This is an optimization exercise on Yosys and OpenROAD, whose aim is small area, not a production implementation. No functional check of the RTL was part of any run shown here. No activity file was given, so power comes from the tool's default toggle rates.

==> flow/design.v, too long to show whole: its modules and the start of the top module <==
// module WTA: 2479 lines
module WTA
#(
	parameter  MAXDISPARITY = 64 ,
	parameter  LPDI_WIDTH = 8 ,
	parameter  INPUTDATAWID = 513,
	parameter  OUTPUTDATAWID = 9
  )
(
	input wire                      clk,
	input wire                      en,
	input wire                      pixelEN,
	input  wire[INPUTDATAWID-1:0]   LPDi,
	output wire[OUTPUTDATAWID-1:0]  disparity
);
  // ...
==> flow/flow/run.sh <==
#!/bin/bash
set -euo pipefail
W=$PWD
bash standard.sh synth > "$W/synth_ref.log" 2>&1
cp orfs/results/"$FLOW_PLATFORM"/WTA/base/1_2_yosys.v "$W/ref_synth.v"
python3 flow/map.py "$FLOW_DESIGN" "$W/ref_synth.v" "$W/mapped.v" > "$W/map.log" 2>&1
rm -rf orfs
bash standard.sh SYNTH_NETLIST_FILES="$W/mapped.v" \
  "BUFFER_PORTS_ARGS=-buffer_cell sky130_fd_sc_hd__buf_1" GPL_TIMING_DRIVEN=0 finish > "$W/layout.log" 2>&1
==> flow/flow/map.py <==
#!/usr/bin/env python3
"""Technology mapping for this design's RTL, which is written one gate per assignment.

usage: map.py design.v ref_synth.v out.v

Reads design.v (the version's RTL as the layout reads it), maps every
'assign nK = <expression>;' onto the sky130hd cell with that function, every bit of the
step-enabled registers onto sky130_fd_sc_hd__edfxtp_1, and writes the gate netlist.
Register instances get the names the standard synthesis gives them; ref_synth.v (the
standard synthesis of the same design.v) is read to check that the two netlists have the
same registers, by name and cell type. Stops with an error on anything it does not know."""
import re, sys

LIB = {
 'inv':    ('A', 'Y', '~{A}'),
 'nand2':  ('A B', 'Y', '~({A} & {B})'),
 'nor2':   ('A B', 'Y', '~({A} | {B})'),
 'and2':   ('A B', 'X', '{A} & {B}'),
 'or2':    ('A B', 'X', '{A} | {B}'),
 'nand3':  ('A B C', 'Y', '~({A} & {B} & {C})'),
 'nor3':   ('A B C', 'Y', '~({A} | {B} | {C})'),
 'and3':   ('A B C', 'X', '{A} & {B} & {C}'),
 'nand4':  ('A B C D', 'Y', '~({A} & {B} & {C} & {D})'),
 'nor4':   ('A B C D', 'Y', '~({A} | {B} | {C} | {D})'),
 'and4':   ('A B C D', 'X', '{A} & {B} & {C} & {D}'),
 'or4':    ('A B C D', 'X', '{A} | {B} | {C} | {D}'),
 'o22ai':  ('A1 A2 B1 B2', 'Y', '~(({A1} | {A2}) & ({B1} | {B2}))'),
 'a22oi':  ('A1 A2 B1 B2', 'Y', '~(({A1} & {A2}) | ({B1} & {B2}))'),
 'a22o':   ('A1 A2 B1 B2', 'X', '({A1} & {A2}) | ({B1} & {B2})'),
 'o22a':   ('A1 A2 B1 B2', 'X', '({A1} | {A2}) & ({B1} | {B2})'),
 'a21oi':  ('A1 A2 B1', 'Y', '~(({A1} & {A2}) | {B1})'),
 'a221o':  ('A1 A2 B1 B2 C1', 'X', '({A1} & {A2}) | ({B1} & {B2}) | {C1}'),
 'a221oi': ('A1 A2 B1 B2 C1', 'Y', '~(({A1} & {A2}) | ({B1} & {B2}) | {C1})'),
 'o221a':  ('A1 A2 B1 B2 C1', 'X', '({A1} | {A2}) & ({B1} | {B2}) & {C1}'),
 'o221ai': ('A1 A2 B1 B2 C1', 'Y', '~(({A1} | {A2}) & ({B1} | {B2}) & {C1})'),
 'mux2':   ('A0 A1 S', 'X', '{S} ? {A1} : {A0}'),
}
# same-area stronger variants
FREE = {'inv': 2, 'mux2': 2, 'or2': 2, 'o221a': 2}
# (fanout at least, size) per cell type
FANOUT_SIZE = {
 'a221o': [(3, 2)], 'a22o': [(3, 2)], 'o22a': [(3, 2)], 'and2': [(3, 2), (6, 4)], 'and4': [(3, 2), (6, 4)],
 'or2': [(6, 4)], 'and3': [(3, 2), (6, 4)], 'or4': [(3, 2), (6, 4)],
 'nand2': [(6, 2)], 'nand3': [(6, 2)], 'a21oi': [(6, 2)],
}
SIG = r'([A-Za-z_]\w*(?:\s*\[\s*\d+\s*\])?)'

def pattern(tmpl):
    out = ''
    for part in re.split(r'(\{\w+\})', tmpl):
        if part.startswith('{'):
            out += SIG
        else:
            for ch in part:
                out += r'\s*' if ch == ' ' else re.escape(ch)
    return re.compile(r'^\s*' + out + r'\s*$')

PATS = [(k, pattern(v[2]), v[0].split(), v[1]) for k, v in LIB.items()]
# most specific first: longer templates before shorter ones
PATS.sort(key=lambda p: -len(LIB[p[0]][2]))

def norm(s):
    return re.sub(r'\s+', '', s)

def die(msg):
    sys.exit('map.py: ' + msg)

def main():
    src, ref, out = sys.argv[1:4]
    text = open(src).read()
    text = re.sub(r'//[^\n]*', '', text)
    text = re.sub(r'/\*.*?\*/', '', text, flags=re.S)
    cells = []
    wires = []
    for m in re.finditer(r'\bassign\s+(n\d+)\s*=\s*([^;]*);', text):
        lhs, rhs = m.group(1), m.group(2)
        for typ, pat, pins, outpin in PATS:
            mm = pat.match(rhs)
            if mm:
                cells.append((typ, lhs, dict(zip(pins, map(norm, mm.groups()))), outpin))
                wires.append(lhs)
                break
        else:
            die(f'no cell for assign {lhs} = {rhs}')
    m = re.search(r'\bwire\s+step\s*=\s*en\s*&\s*pixelEN\s*;', text)
    if not m:
        die('no step')
    regs = {}
    for m in re.finditer(r'\breg\s*\[\s*(\d+)\s*:\s*0\s*\]\s*(\w+)\s*;', text):
        regs[m.group(2)] = int(m.group(1)) + 1
    blocks = re.findall(r'always\s*@\s*\(\s*posedge\s+clk\s*\)\s*if\s*\(\s*step\s*\)\s*(\w+)\s*<=\s*\{([^}]*)\}\s*;', text)
    if sorted(b[0] for b in blocks) != sorted(regs):
        die(f'registers {sorted(regs)} vs assignments {[b[0] for b in blocks]}')

    def expand(item):
        item = norm(item)
        m = re.fullmatch(r'(\w+)\[(\d+):(\d+)\]', item)
        if m:
            hi, lo = int(m.group(2)), int(m.group(3))
            return [f'{m.group(1)}[{i}]' for i in range(hi, lo - 1, -1)]
        m = re.fullmatch(r"(\d+)'b([01]+)", item)
        if m:
            assert int(m.group(1)) == len(m.group(2))
            return ['zero' if c == '0' else 'one' for c in m.group(2)]
        return [item]

    flops = []
    for name, body in blocks:
        bits = [b for it in body.split(',') for b in expand(it)]
        if len(bits) != regs[name]:
            die(f'{name}: {len(bits)} bits for {regs[name]}')
        for i, d in enumerate(reversed(bits)):
            flops.append((f'{name}[{i}]', d))
    m = re.search(r'\bassign\s+disparity\s*=\s*\{([^}]*)\}\s*;', text)
    if not m:
        die('no disparity')
    outs = [b for it in m.group(1).split(',') for b in expand(it)]
    if len(outs) != 9:
        die('disparity width')
    outs = list(reversed(outs))

    # registers of the standard synthesis
    reftxt = open(ref).read()
    refregs = sorted(re.findall(r'(sky130_fd_sc_hd__\w+)\s+\\(\S+\$_\w+)\s', reftxt))
    mine = sorted(('sky130_fd_sc_hd__edfxtp_1', f'{q}$_DFFE_PP_') for q, _ in flops)
    if refregs != mine:
        die(f'registers differ from the standard synthesis: {refregs[:5]} ... vs {mine[:5]} ...')

    # drive strengths: free upgrades (same area), then by fanout
    fanout = {}
    for typ, o, pins, outpin in cells:
        for n in pins.values():
            fanout[n] = fanout.get(n, 0) + 1
    for q, d in flops:
        fanout[d] = fanout.get(d, 0) + 1
    size = {}
    for typ, o, pins, outpin in cells:
        s_ = FREE.get(typ, 1)
        fo = fanout.get(o, 0)
        for lim, sz in FANOUT_SIZE.get(typ, []):
            if fo >= lim:
                s_ = max(s_, sz)
        size[o] = s_
    regnames = {q for q, _ in flops}
    def net(n):
        if n in regnames:
            return '\\' + n + ' '
        return n
    L = ['module WTA(clk, en, pixelEN, LPDi, disparity);',
         '  input clk; input en; input pixelEN; input [512:0] LPDi; output [8:0] disparity;',
         '  wire step; wire zero;']
    for q, _ in flops:
        L.append(f'  wire {net(q)};')
    for w in wires:
        L.append(f'  wire {w};')
    L.append('  sky130_fd_sc_hd__and2_1 ustep (.A(en), .B(pixelEN), .X(step));')
    for i, (typ, o, pins, outpin) in enumerate(cells):
        ps = ', '.join(f'.{p}({net(n)})' for p, n in pins.items())
        L.append(f'  sky130_fd_sc_hd__{typ}_{size[o]} g{i} ({ps}, .{outpin}({o}));')
    for q, d in flops:
        L.append(f'  sky130_fd_sc_hd__edfxtp_1 \\{q}$_DFFE_PP_  (.CLK(clk), .D({net(d)}), .DE(step), .Q({net(q)}));')
    if 'one' in outs:
        die('constant one output')
    L.append('  sky130_fd_sc_hd__conb_1 tie0 (.LO(zero));')
    for k, o in enumerate(outs):
        L.append(f'  assign disparity[{k}] = {net(o)};')
    L.append('endmodule')
    open(out, 'w').write('\n'.join(L) + '\n')
    print(f'map.py: {len(cells)} gates, {len(flops)} registers')

main()
==> flow/standard.sh <==
#!/bin/bash
# synth_recipe.tcl (not shown) runs the flow's synth.tcl, then flattens the netlist and writes it again
# the make line also repeats each setting of config.mk as NAME=value (left out here)
make -C /OpenROAD-flow-scripts/flow DESIGN_CONFIG=/design/flow/config.mk WORK_HOME=/design/flow/orfs CLKGATE_MAP_FILE= SYNTH_SCRIPT=/design/flow/synth_recipe.tcl "${@:-finish}"
==> flow/config.mk <==
export PLATFORM = sky130hd
export DESIGN_NAME = WTA
export DESIGN_NICKNAME = WTA
export VERILOG_FILES = /design/flow/design.v
export SDC_FILE = /design/flow/constraint.sdc
export NUM_CORES = 8
export LEC_CHECK = 0
export CAP_MARGIN = 20
export CORE_MARGIN = 2
export CORE_UTILIZATION = 40
export SLEW_MARGIN = 20
==> flow/constraint.sdc <==
create_clock -name core_clock -period 6.67 [get_ports {clk}]
set_input_delay 1.3340 -clock core_clock [delete_from_list [all_inputs] [get_ports {clk}]]
set_output_delay 1.3340 -clock core_clock [all_outputs]
set_load 0.01 [all_outputs]
==> summary.md, run 1 <==
| Metric | Value |
|---|---|
| Reg-to-Reg Start | `s1[5]` |
| # hold bufs at CTS | `0` |
| Outcome | `finished with violations` |
| Remaining DRCs | `0` |
| Crit path arrival time | `6.76 ns` |
| Largest register FFs | `35` |
| Max Used Layer | `met5` |
| Power Total | `2.62 mW` |
| Die Area | `26,500 um^2` |
| Max stage delay on crit path | `0.43 ns` |
| Final hold slack | `0.418 ns` |
| SO Viols | `negative setup slack` |
| Setup slack, reg-to-reg | `5.67 ns` |
| Commonest non-fill, non-tap cells in the layout | `buf_1, o22ai_1, nor3_1` |
| Met3 wire length | `5180 um` |
| Layout non-clock buf frac | `18.6%` |
| Post-Syn Area | `10,100 um^2` |
| R2r worst-path depth | `1` |
| Clk buf depth | `2` |
| Number of iterations in the first detailed-routing pass | `6` |
| Worst Slack Setup Final | `-0.0591 ns` |
| Die Y | `163 um` |
| Final critical-path required period | `6.73 ns` |
| Nets | `2,439` |
| Final setup viols | `8` |
| Clock root cell | `clkbuf_16` |
| H-tree Lvls | `2` |
| Chip width | `163 um` |
==> inputs of run 2 (changes only) <==
--- a/flow/design.v
+++ b/flow/design.v
@@ -2434,47 +2434,47 @@
 assign n1191 = n1009 & n1010;
 assign n1192 = n1011 & n1012;
 assign n1193 = n1013 & n1014;
 assign n1194 = n1191 ? n1011 : n1009;
 assign n1195 = n1191 & n1192;
 assign n1196 = n1193 ? n1015 : n1013;
 assign n1197 = n1195 ? n1196 : n1194;
 assign n1198 = n1195 ? n1193 : n1191;
-assign n1199 = n1127 ? n1149 : n1141;
-assign n1200 = n1127 ? n1150 : n1142;
-assign n1201 = n1127 ? n1147 : n1139;
-assign n1202 = n1127 & n1128;
-assign n1203 = n1129 ? n1165 : n1157;
-assign n1204 = n1129 ? n1166 : n1158;
-assign n1205 = n1129 ? n1163 : n1155;
-assign n1206 = n1129 & n1130;
-assign n1207 = n1131 ? n1181 : n1173;
-assign n1208 = n1131 ? n1182 : n1174;
-assign n1209 = n1131 ? n1179 : n1171;
-assign n1210 = n1131 & n1132;
-assign n1211 = n1133 ? n1197 : n1189;
-assign n1212 = n1133 ? n1198 : n1190;
-assign n1213 = n1133 ? n1195 : n1187;
+assign n1199 = s1[3] ? s1[4] : s1[0];
+assign n1200 = s1[3] ? s1[5] : s1[1];
+assign n1201 = s1[3] ? s1[6] : s1[2];
+assign n1202 = s1[3] & s1[7];
+assign n1203 = s1[11] ? s1[12] : s1[8];
+assign n1204 = s1[11] ? s1[13] : s1[9];
+assign n1205 = s1[11] ? s1[14] : s1[10];
+assign n1206 = s1[11] & s1[15];
+assign n1207 = s1[19] ? s1[20] : s1[16];
+assign n1208 = s1[19] ? s1[21] : s1[17];
+assign n1209 = s1[19] ? s1[22] : s1[18];
+assign n1210 = s1[19] & s1[23];
+assign n1211 = s1[27] ? s1[28] : s1[24];
+assign n1212 = s1[27] ? s1[29] : s1[25];
+assign n1213 = s1[27] ? s1[30] : s1[26];
 assign n1214 = n1202 ? n1203 : n1199;
 assign n1215 = n1202 ? n1204 : n1200;
 assign n1216 = n1202 ? n1205 : n1201;
-assign n1217 = n1202 ? n1129 : n1127;
+assign n1217 = n1202 ? s1[11] : s1[3];
 assign n1218 = n1202 & n1206;
 assign n1219 = n1210 ? n1211 : n1207;
 assign n1220 = n1210 ? n1212 : n1208;
 assign n1221 = n1210 ? n1213 : n1209;
-assign n1222 = n1210 ? n1133 : n1131;
-assign n1223 = s1[5] ? s1[6] : s1[0];
-assign n1224 = s1[5] ? s1[7] : s1[1];
-assign n1225 = s1[5] ? s1[8] : s1[2];
-assign n1226 = s1[5] ? s1[9] : s1[3];
-assign n1227 = s1[5] ? s1[10] : s1[4];
-reg [11:0] s1;
+assign n1222 = n1210 ? s1[27] : s1[19];
+assign n1223 = n1218 ? n1219 : n1214;
+assign n1224 = n1218 ? n1220 : n1215;
+assign n1225 = n1218 ? n1221 : n1216;
+assign n1226 = n1218 ? n1222 : n1217;
+assign n1227 = n1218 ? n1210 : n1202;
+reg [31:0] s1;
 always @(posedge clk)
 if (step)
-	s1 <= {LPDi[512], n1210, n1222, n1221, n1220, n1219, n1218, n1202, n1217, n1216, n1215, n1214};
+	s1 <= {LPDi[512], n1195, n1198, n1197, n1133, n1187, n1190, n1189, n1132, n1179, n1182, n1181, n1131, n1171, n1174, n1173, n1130, n1163, n1166, n1165, n1129, n1155, n1158, n1157, n1128, n1147, n1150, n1149, n1127, n1139, n1142, n1141};
 reg [34:0] pipe;
 always @(posedge clk)
 if (step)
-	pipe <= {pipe[27:0], s1[11], s1[5], n1227, n1226, n1225, n1224, n1223};
+	pipe <= {pipe[27:0], s1[31], n1218, n1227, n1226, n1225, n1224, n1223};
 assign disparity = {pipe[34], 2'b00, pipe[33:28]};
 endmodule
==> flow/flow/run.sh (replaced) <==
#!/bin/bash
set -euo pipefail
W=$PWD
PLAT="$FLOW_HOME/platforms/$FLOW_PLATFORM"
bash standard.sh synth > "$W/synth_ref.log" 2>&1
cp orfs/results/"$FLOW_PLATFORM"/WTA/base/1_2_yosys.v "$W/ref_synth.v"
python3 flow/map.py "$FLOW_DESIGN" "$W/ref_synth.v" "$W/mapped.v" > "$W/map.log" 2>&1
sed 's/\bmodule WTA\b/module WTA_rtl/' "$FLOW_DESIGN" > "$W/rtl_ref.v"
iverilog -g2012 -DFUNCTIONAL -DUNIT_DELAY=#0 -o "$W/selfcheck.vvp" flow/selfcheck_tb.v "$W/rtl_ref.v" \
  "$PLAT/verilog/primitives.v" "$PLAT/verilog/sky130_fd_sc_hd.v" "$W/mapped.v" > "$W/selfcheck.log" 2>&1
vvp -n "$W/selfcheck.vvp" >> "$W/selfcheck.log" 2>&1
grep -q "SELFCHECK PASS" "$W/selfcheck.log"
rm -rf orfs
bash standard.sh SYNTH_NETLIST_FILES="$W/mapped.v" \
  "BUFFER_PORTS_ARGS=-buffer_cell sky130_fd_sc_hd__buf_1" GPL_TIMING_DRIVEN=0 finish > "$W/layout.log" 2>&1
--- a/flow/flow/map.py
+++ b/flow/flow/map.py
@@ -50,17 +50,18 @@
     for part in re.split(r'(\{\w+\})', tmpl):
         if part.startswith('{'):
             out += SIG
         else:
             for ch in part:
                 out += r'\s*' if ch == ' ' else re.escape(ch)
     return re.compile(r'^\s*' + out + r'\s*$')
 
-PATS = [(k, pattern(v[2]), v[0].split(), v[1]) for k, v in LIB.items()]
+# pins in the order their placeholders appear in the expression
+PATS = [(k, pattern(v[2]), re.findall(r'\{(\w+)\}', v[2]), v[1]) for k, v in LIB.items()]
 # most specific first: longer templates before shorter ones
 PATS.sort(key=lambda p: -len(LIB[p[0]][2]))
 
 def norm(s):
     return re.sub(r'\s+', '', s)
 
 def die(msg):
     sys.exit('map.py: ' + msg)
==> flow/flow/selfcheck_tb.v (new file) <==
`timescale 1ns/1ps
module selfcheck_tb;
  reg clk = 0;
  reg en, pen;
  reg [512:0] lpdi;
  wire [8:0] d_net, d_rtl;
  WTA     u_net (.clk(clk), .en(en), .pixelEN(pen), .LPDi(lpdi), .disparity(d_net));
  WTA_rtl u_rtl (.clk(clk), .en(en), .pixelEN(pen), .LPDi(lpdi), .disparity(d_rtl));
  integer i, d, kind, steps, errors, seed, base;
  always #5 clk = ~clk;
  initial begin
    seed = 12345; steps = 0; errors = 0;
    en = 0; pen = 0; lpdi = 0;
    for (i = 0; i < 4000; i = i + 1) begin
      @(negedge clk);
      kind = $random(seed) & 7;
      base = $random(seed) & 255;
      for (d = 0; d < 64; d = d + 1)
        case (kind)
          0, 1: lpdi[8*d +: 8] = $random(seed);
          2, 3: lpdi[8*d +: 8] = base + ($random(seed) & 3);
          4:    lpdi[8*d +: 8] = base;
          5:    lpdi[8*d +: 8] = (($random(seed) & 15) == 0) ? ($random(seed) & 1) : 8'hff;
          6:    lpdi[8*d +: 8] = base ^ (1 << ($random(seed) & 7));
          default: lpdi[8*d +: 8] = ($random(seed) & 1) ? base : ~base;
        endcase
      lpdi[512] = $random(seed);
      en = (i < 1000) ? 1'b1 : (($random(seed) & 3) != 0);
      pen = (i < 1000) ? 1'b1 : (($random(seed) & 3) != 0);
      @(posedge clk);
      if (en && pen) steps = steps + 1;
      #1;
      if (steps >= 6 && d_net !== d_rtl) begin
        errors = errors + 1;
        if (errors < 5) $display("mismatch at %0d: net %h rtl %h", i, d_net, d_rtl);
      end
    end
    if (errors == 0) $display("SELFCHECK PASS");
    else $display("SELFCHECK FAIL %0d", errors);
    $finish;
  end
endmodule
==> summary.md, run 2 <==
| Metric | Value |
|---|---|
| Worst-margin pin slew | `0.588 ns` |
| LEAKAGE | `3.97 nW` |
| Largest register by flop count | `pipe` |
| Clk buf depth | `2 (unchanged)` |
| Starting Density | `40.8%` |
| Req. time, crit path | `6.75 ns` |
| MaxCap Viol Count | `0` |
| Largest net degree at the start of global routing | `53` |
| Total Wirelength | `48,300 um` |
| I/O Buffers | `522` |
| Largest register FFs | `35 (unchanged)` |
| Inserted Clock Buffers | `9` |
| Final hold slack | `0.412 ns (-0.00572 ns)` |
| Worst Setup EP | `s1[12]` |
| Vias in the first global route | `13,485` |
| Commonest non-fill, non-tap cell in the layout | `buf_1` |
| Critical Path Start | `LPDi[222]` |
| Reg-to-Reg Start | `s1[27]` |
| FP Rows | `59` |
| Antenna violations before repair | `2` |
| Core area | `26,100 um^2` |
| Share of layout cells above drive strength 1 | `22.3%` |
| Critical path endpoint category | `flop` |
| CP Class | `input port to flop` |
| Global-route wire length before repair | `71,700 um` |
| Met3 wire length | `3760 um (-27%)` |
| Hold Violations, Final | `0` |
| Peak Freq | `154 MHz` |
| GP Congestion | `0.985` |
| Remaining DRCs | `0 (unchanged)` |
| CTS sink cnt | `67` |
| Max_slew headroom | `60.4%` |
| Post-Syn Area | `10,700 um^2 (+6.0%)` |
| Worst Skew | `0.00561 ns` |
| Chip width | `167 um (+2.9%)` |
| H-tree Lvls | `3 (+1)` |
| Share of power burned in combinational logic | `58.4%` |
| DR WL/cell | `22.3 um` |
| CTS tree | `done` |
| Clock slew at reported path FFs | `0.06 ns` |
| Filler instances | `2,647` |
| Setup slack, reg-to-reg | `5.04 ns (-0.63 ns)` |
| Reg power frac | `22.0%` |
| Worst Slack Setup Final | `0.194 ns (+0.253 ns)` |
| Worst min path class | `flop to flop` |
| Net Sw Frac | `44.4%` |
| Nets | `2,340 (-4.1%)` |
| Ys Warns | `0` |
| Final critical-path share of the clock period | `97.1%` |
| Power Total | `2.37 mW (-9.3%)` |
| Number of iterations in the first detailed-routing pass | `27 (+21)` |
| Max Used Layer | `met5` |
| Fin Setup TNS | `0 ns` |
| Startpoint types | `input port` |
| Outcome | `timing/DRC/antenna clean` |
| Metal2 WL | `23,900 um` |
| Synth-to-Final Area Change | `27.6%` |
| Max Fanout on Critical Path | `11` |
| Die Y | `167 um (+2.9%)` |
| Commonest non-fill, non-tap cells in the layout | `buf_1, o22ai_1, nor3_1` |
| Biggest regs | `pipe x35, s1 x32` |
| Final critical-path required period | `6.48 ns (-0.253 ns)` |
| Cell area power density | `174 nW/um^2` |
| GRT Overall Usage | `31.8%` |
| Power Internal | `1.32 mW` |
| Clock root cell | `clkbuf_16` |
| Antenna-violating nets left | `0` |
| Die Area | `28,000 um^2 (+5.8%)` |
| Fin util | `52.1%` |
| Slew Viols, Final | `0` |
| Worst IR Drop VDD | `0.108 mV` |
| Placed cell areas | `13,100 um^2` |
| Via Count | `14,618` |
| Worst reg2reg endpoint | `pipe[0]` |
| Place WS | `-0.463 ns` |
| Vias per inst | `6.75` |
| Post-Layout Cell Count | `2,167` |
| Final instance area | `13,600 um^2` |
| Net Sw Power | `1.05 mW` |
| Placed insts | `2,146` |
| IO Count | `525` |
| # hold bufs at CTS | `0 (unchanged)` |
| DP HPWL | `41,300 um` |
| Crit path arrival time | `6.56 ns (-0.20 ns)` |
| Post-synthesis cell count | `1,287` |
| Post-Route M1 WL | `19,700 um` |
| Avg Inst Size Synth | `8.29 um^2` |
| Worst-Skew Late Latency | `0.33 ns` |
| Global route total overflow | `0` |
| Initial DRC Count | `1,243` |
| RSZ-0062 raised after global routing | `false` |
| Clock power share | `19.5%` |
| R2r worst-path depth | `3 (+2)` |
| Final setup viols | `0 (-8)` |
==> run 2: worst min path at each step <==
stage,slack (ns),startpoint,to,depth (start not counted)
6_report,0.41,pipe[15],pipe[22],0
5_1_grt,0.42,pipe[16],pipe[23],0
4_1_cts,0.41,pipe[15],pipe[22],0
3_5_place_dp,0.40,pipe[15],pipe[22],0
3_3_place_gp,0.40,pipe[19],pipe[26],0
2_1_floorplan,0.40,pipe[3],pipe[10],0
==> run 2: timing repair <==
item / in CTS / in global routing
setup endpoints to repair: 9 / 17
pin swaps: 0 / 2
setup buffers: 0 / 2
gates resized for setup: 1 / 30
==> run 2: power by group through the flow <==
stage	Sequential (mW)	Clock (mW)	Combinational (mW)
global placement	0.532	0	1.27
finish	0.523	0.463	1.39
global route	0.526	0.494	1.50
CTS	0.523	0.475	1.29
detailed placement	0.531	0	1.28
floorplan	0.527	0	0.830
==> run 2: final cells by class <==
class | count | area, um^2 | share of cell area, %
Sequential cell | 67 | 2010 | 14.8
Timing Repair Buffer | 525 | 2000 | 14.7
Tap cell | 335 | 419 | 3.08
Multi-Input combinational cell | 1221 | 8890 | 65.2
Clock buffer | 9 | 225 | 1.65
Antenna cell | 3 | 7.51 | 0.0551
Clock inverter | 7 | 68.8 | 0.505
==> run 2: critical path: stages <==
cell and delay [ns]:
buf_1 0.17, nand4_1 0.13, or2_2 0.30, nand2_1 0.11
nand3_4 0.19, a22o_2 0.31, o22ai_1 0.21, nor2_1 0.10
nand3_1 0.12, nand3_4 0.20, a221o_2 0.48, o22ai_1 0.17
nor2_1 0.10, nand2_1 0.08, nand3_1 0.10, nand3_2 0.20
a221o_2 0.24, nor3_1 0.07, nor4_1 0.55, nand3_4 0.26
a221o_1 0.38, and2_2 0.21, mux2_2 0.27, mux2_2 0.26
==> run 2: routing by layer <==
| layer | GRT usage [%] | vias up |
|---|---|---|
| li1 | - | 6886 |
| met1 | 40.0 | 6972 |
| met2 | 56.7 | 688 |
| met3 | 5.22 | 68 |
| met4 | 7.60 | 4 |
| met5 | 0 | - |

separate check: timing with driven ports:
Ports are ideal in the flow. The routed layouts listed here were re-timed in OpenROAD.
Step 1 sets driving cells, clkbuf_16 on the clock port and buf_2 on the other inputs (assumed; they add their load-dependent delay and slew).
Step 2 moves the port delays by t, midway between the first and last clock arrival at a register: inputs arrive t later, outputs are due t later. That takes back most of the time a late clock gives input paths.
a / b / c = ideal ports / drivers / drivers and shift; a / b = the first two.
run | t (ns) | setup WS [ns] | hold WS [ns]
run 1 | 0.325 | -0.059 / -0.044 / -0.368 | 0.418 / 0.418 / 0.418
run 2 | 0.370 | 0.194 / 0.211 / -0.160 | 0.412 / 0.412 / 0.412
With both steps, setup timing fails in run 2, where it was met with ideal ports. The setup slack of run 2, which loses most, moves by +0.017 ns with the drivers and by -0.354 ns with both steps.
